Background: an optimization exercise with open tools, aiming at small area, a short achievable clock period and few clock cycles. Do not read the settings as production practice. Function was checked by simulation only, so behaviour that the tests miss may differ from the original. Power figures rest on the tool's default switching activity, not on a simulated workload.

== amber ==
==> module dna_vt_consensus, before the edit <==
module dna_vt_consensus (
	input  logic        clk,
	input  logic        rst_n,
	input  logic        in_valid,
	output logic        in_ready,
	input  logic [31:0] in_strand,
	input  logic [5:0]  in_len,
	input  logic        in_last,
	output logic        out_valid,
	output logic [9:0]  out_codeword,
	output logic [4:0]  out_data,
	output logic        out_syndrome_ok
);
	assign in_ready = 1'b1;
	logic        s_valid, s_last;
	logic [10:0] s_r;
	logic [5:0]  s_len;
	always_ff @(posedge clk or negedge rst_n)
		if (!rst_n) s_valid <= 1'b0;
		else        s_valid <= in_valid;
	always_ff @(posedge clk) begin
		s_last <= in_last;
		s_r    <= in_strand[10:0];
		s_len  <= in_len;
	end
	logic [9:0] c;
	hard_decoder hard (.r(s_r), .N(s_len), .c(c));
	logic       first;    
	logic [4:0] t [10];
	logic [9:0] cw_next;
	always_ff @(posedge clk or negedge rst_n)
		if (!rst_n) begin
			first     <= 1'b1;
			out_valid <= 1'b0;
		end else begin
			if (s_valid) first <= s_last;
			out_valid <= s_valid & s_last;
		end
	genvar gi;
	generate
		for (gi = 0; gi < 10; gi++) begin : cnt
			logic [4:0] b, g, tn;
			logic [4:0] p;
			logic en;
			assign b    = t[gi] | {5{first}};
			assign g    = b ^ {5{c[gi]}};
			assign en   = s_valid & (s_len > 6'(gi));
			assign p[0] = en;
			for (genvar j = 0; j < 4; j++) begin : ch
				assign p[j+1] = p[j] & g[j];
				assign tn[j]  = b[j] ^ p[j];
			end
			assign tn[4] = (b[4] & c[gi]) | (b[4] ^ p[4]);
			always_ff @(posedge clk) t[gi] <= tn;
			assign out_codeword[gi] = t[gi][4];
			assign cw_next[gi] = tn[4];
		end
	endgenerate
	logic syn_ok;
	vt_decode u_vt_decode (
		.data_in      (cw_next),
		.recovered    (),
		.good_syndrome(syn_ok)
	);
	always_ff @(posedge clk) out_syndrome_ok <= syn_ok;
	assign out_data = {out_codeword[8], out_codeword[6], out_codeword[5], out_codeword[4], out_codeword[2]};
endmodule
clock: 62.0 ns
lec_check: 0
abc_area: 1
cap_margin: 20
core_margin: 2
core_utilization: 50
cts_buf_list: sky130_fd_sc_hd__clkbuf_4 sky130_fd_sc_hd__clkbuf_8 sky130_fd_sc_hd__clkbuf_16
cts_cluster_diameter: 30
cts_cluster_size: 6
place_density: 0.6
setup_slack_margin: 3
slew_margin: 20
standard.sh (not shown) runs the stock make flow with config.mk's settings and CLKGATE_MAP_FILE= SYNTH_SCRIPT=/design/flow/synth_recipe.tcl, a recipe that flattens the netlist after the stock synthesis.
==> flow/flow/run.sh <==
#!/bin/bash
# Standard layout with two changes:
# - after the standard synthesis, the combinational logic is re-mapped for
#   area (flow/recover.sh); registers, tie cells and full-adder cells are
#   kept as synthesized, with their names and cell types;
# - the ports are buffered with buf_1 cells.
# Each tool writes its full output to its own log file in this folder.
set -euo pipefail
R=orfs/results/sky130hd/dna_vt_consensus/base
LIB=$FLOW_HOME/platforms/sky130hd/lib/sky130_fd_sc_hd__tt_025C_1v80.lib
bash standard.sh synth > synth.log 2>&1
cp $R/1_2_yosys.v synth_standard.v
# the standard synthesis's don't-use cells, as it passed them to ABC
grep -m1 -o 'abc -script.*' orfs/logs/sky130hd/dna_vt_consensus/base/1_2_yosys.log | grep -o -- '-dont_use [^ ]*' | tr '\n' ' ' > dont_use.txt
python3 flow/libmodels.py $LIB cell_models.v sky130_fd_sc_hd__fa_1,sky130_fd_sc_hd__fa_2,sky130_fd_sc_hd__fa_4 > libmodels.log 2>&1
bash flow/recover.sh synth_standard.v $R/1_2_yosys.v cell_models.v dont_use.txt > recover.log 2>&1
BUFFER_PORTS_ARGS="-buffer_cell sky130_fd_sc_hd__buf_1" bash standard.sh finish > finish.log 2>&1
Other scripts of this flow, unchanged in this note and not shown: flow/flow/area.abc, flow/flow/libmodels.py, flow/flow/recover.sh
Testbench counts of amber, summed over its fixed seeds: cycles 13,845.
### amber -> yarrow
--- a/flow/design.v
+++ b/flow/design.v
@@ -269,15 +269,14 @@
 		for (gi = 0; gi < 10; gi++) begin : cnt
 			logic [4:0] b, g, tn;
-			logic [4:0] p;
+			logic [5:0] p;
 			logic en;
 			assign b    = t[gi] | {5{first}};
 			assign g    = b ^ {5{c[gi]}};
 			assign en   = s_valid & (s_len > 6'(gi));
-			assign p[0] = en;
-			for (genvar j = 0; j < 4; j++) begin : ch
+			assign p[0] = en & ~(c[gi] & (b == 5'b10000));
+			for (genvar j = 0; j < 5; j++) begin : ch
 				assign p[j+1] = p[j] & g[j];
 				assign tn[j]  = b[j] ^ p[j];
 			end
-			assign tn[4] = (b[4] & c[gi]) | (b[4] ^ p[4]);
 			always_ff @(posedge clk) t[gi] <= tn;
 			assign out_codeword[gi] = t[gi][4];
--- outcome ---
Compared with amber, in yarrow peak supply drop rose 5.3%; number of design-rule violations left by the first detailed-router iteration fell 25; length of routed wiring on met1 rose 4.7%. Of the two candidates, amber has the better shortest period the worst path allows and yarrow the worse one. Row switching fraction of total power: yarrow higher / amber lower. The worst setup slack number comes out higher for amber vs yarrow. Every run in the comparison, amber and yarrow, completed the flow with a clean layout. Relative to amber, the effective utilization at floorplan of yarrow is lower by 0.89 points. The run showing the smaller detailed-route vias per instance is amber. Compared with amber, yarrow shows portion of total power attributed to the clock network higher by 0.9 points.
Testbench counts of yarrow, summed over its fixed seeds: cycles 13,845.

[afterwards: timing with drivers on the ports]
Ports are ideal in the flow. The routed layouts listed here were re-timed in OpenROAD.
Step 1 sets driving cells, clkbuf_16 on the clock port and buf_2 on the other inputs (assumed; they add their load-dependent delay and slew).
Step 2 times the ports against the registers' clock, not the clock port: input delays grow and output delays shrink by t, the midpoint of the rising clock arrivals with the driver on.
Three values: ideal, step 1, step 2; two values: the first two.
run | t, ns | slack for setup (ns) | worst setup path at the end
amber | 0.371 | 48.715 / 48.682 / 49.053 | register to output
yarrow | 0.368 | 48.692 / 48.660 / 49.028 | register to output
After both steps setup and hold are still met in every run listed.
